From an optimization exercise on the open Yosys and OpenROAD flow, aimed at small area and a short achievable clock period; shortcuts taken in it are not production practice.
Function was checked by simulation only, so behaviour that the tests miss may differ from the original.
Power figures rest on the tool's default switching activity, not on a simulated workload.

v21:
// glm_update_datapath
module glm_update_datapath
#(
    parameter VALUES_PER_LINE = 4
)
(
    input  logic clk,
    input  logic reset,
    input  logic trigger,
    input  logic [31:0] scalar,
    input  logic [32*VALUES_PER_LINE-1:0] vector,
    input  logic [32*VALUES_PER_LINE-1:0] model,
    output logic [32*VALUES_PER_LINE-1:0] result,
    output logic result_valid
);
    localparam LAT = 9;
    logic [LAT-1:0] valid;
    always_ff @(posedge clk)
    begin
        if (reset)
            valid <= '0;
        else
            valid <= {valid[LAT-2:0], trigger};
    end
    assign result_valid = valid[LAT-1];
    wire [25:0] bm = {2'b00, 1'b1, scalar[22:0]};
    logic [12:0] enc_one, enc_two, enc_neg;
    always_comb
    begin
        for (int j = 0; j < 13; j++)
        begin
            logic b1, b0, bl;
            b1 = bm[2*j+1];
            b0 = bm[2*j];
            bl = (j > 0) ? bm[2*j-1] : 1'b0;
            enc_one[j] = b0 ^ bl;
  ...
Size: about 16000 cells after synthesis, about 420 I/O pins, roughly 150000 um^2 of cells after synthesis.
==> flow/config.mk <==
export PLATFORM = sky130hd
export DESIGN_NAME = glm_update_datapath
export DESIGN_NICKNAME = glm_update_datapath
export VERILOG_FILES = /design/flow/design.v
export SDC_FILE = /design/flow/constraint.sdc
export NUM_CORES = 4
export LEC_CHECK = 0
export CAP_MARGIN = 20
export CORE_MARGIN = 2
export CORE_UTILIZATION = 55
export SETUP_SLACK_MARGIN = 5
export SLEW_MARGIN = 20
==> flow/constraint.sdc <==
create_clock -name core_clock -period 10.0 [get_ports {clk}]
set_input_delay 2.0000 -clock core_clock [delete_from_list [all_inputs] [get_ports {clk}]]
set_output_delay 2.0000 -clock core_clock [all_outputs]
set_load 0.01 [all_outputs]
standard.sh (not shown) runs the stock make flow with config.mk's settings and CLKGATE_MAP_FILE= SYNTH_SCRIPT=/design/flow/synth_recipe.tcl, a recipe that flattens the netlist after the stock synthesis.
==> flow/flow/run.sh <==
#!/bin/bash
set -euo pipefail
MARGIN=${MARGIN:-6}
CTS="-sink_clustering_enable -repair_clock_nets -dont_use_dummy_load -buf_list sky130_fd_sc_hd__clkbuf_4"
sed -E "s/SETUP_SLACK_MARGIN=[0-9.]+/SETUP_SLACK_MARGIN=${MARGIN} CTS_ARGS='${CTS}'/" standard.sh > standard_margin.sh
bash standard_margin.sh > standard.log 2>&1
No stage failed in v21, and the final checks on the layout all came back clean.
Relative to v21, the following input files were edited for v34:
==> flow/run.sh (new file) <==
#!/bin/bash
# synth_recipe.tcl (not shown) runs the flow's synth.tcl, then flattens the netlist and writes it again
# the make line also repeats each setting of config.mk as NAME=value (left out here)
make -C /OpenROAD-flow-scripts/flow DESIGN_CONFIG=/design/flow/config.mk WORK_HOME=/design/flow/orfs CLKGATE_MAP_FILE= SYNTH_SCRIPT=/design/flow/synth_recipe.tcl finish
removed: flow/flow/run.sh
removed: flow/standard.sh
[summary]
Detailed route, v34 vs v21: via total lower for v34
Max initial antenna violation count across v34 and v21: v21
Having completed the whole flow, v34 delivered a layout that passed the timing, DRC and antenna checks.
v21: PASS, flow complete, no timing, DRC or antenna violations
~same multi-input combinational cell count in v34 and v21
Row minimum setup slack among reg-to-reg paths: v34 lower / v21 higher
Between v34 and v21, the sequential power does not differ in any meaningful way.
Relative to v21, portion of the layout cell area used by non-clock buffers has decreased by 3.5 points in v34.
Inputs modified between v34 and v44:
==> flow/flow/run.sh (new file) <==
#!/bin/bash
set -euo pipefail
MARGIN=${MARGIN:-6}
CTS="-sink_clustering_enable -repair_clock_nets -dont_use_dummy_load"
PORTS="-buffer_cell sky130_fd_sc_hd__buf_1"
sed -E "s/SETUP_SLACK_MARGIN=[0-9.]+/SETUP_SLACK_MARGIN=${MARGIN} CTS_ARGS='${CTS}' BUFFER_PORTS_ARGS='${PORTS}'/" standard.sh > standard_margin.sh
bash standard_margin.sh > standard.log 2>&1
==> flow/standard.sh (new file) <==
#!/bin/bash
# synth_recipe.tcl (not shown) runs the flow's synth.tcl, then flattens the netlist and writes it again
# the make line also repeats each setting of config.mk as NAME=value (left out here)
make -C /OpenROAD-flow-scripts/flow DESIGN_CONFIG=/design/flow/config.mk WORK_HOME=/design/flow/orfs CLKGATE_MAP_FILE= SYNTH_SCRIPT=/design/flow/synth_recipe.tcl "${@:-finish}"
removed: flow/run.sh
==> comparison <==
Changes observed in v44 relative to v34: HPWL reported at the end of detailed placement shrank by about 1.8%, worst setup margin grew by 0.91 ns. Slowest cell on the critical path = sky130_fd_sc_hd__dfxtp_4: v34; slowest cell on the critical path = sky130_fd_sc_hd__fa_1: v44. Relative to v34, the final cell area reported for v44 is higher.

[afterwards: timing with drivers on the ports]
No port has a modelled driver above. Below, the same layouts with a new extraction and two added sets of constraints. Step 1: set_driving_cell puts a clkbuf_16 on clk and a buf_2 on each other input, an assumption about the parent block. Step 2, shift: input delay + t, output delay - t, t = (earliest + latest rising clock arrival at the registers) / 2. This alone moves slack from input paths to output paths. Slacks: no drivers / after step 1 / after step 2; pairs: no drivers / after step 1.
run | t (ns) | setup WS [ns] | worst setup path at the end | clock arrival spread, ns
v21 | 1.590 | 5.899 / 5.899 / 5.647 | input to register | 0.242 / 0.242
v34 | 1.002 | 5.002 / 5.002 / 5.002 | register to register | 0.063 / 0.063
v44 | 0.988 | 5.914 / 5.914 / 5.914 | register to register | 0.111 / 0.111
After both steps every run listed still meets setup and hold. For v21, which loses most, drivers alone change the setup slack by 0.000 ns; drivers and shift together by -0.252 ns.
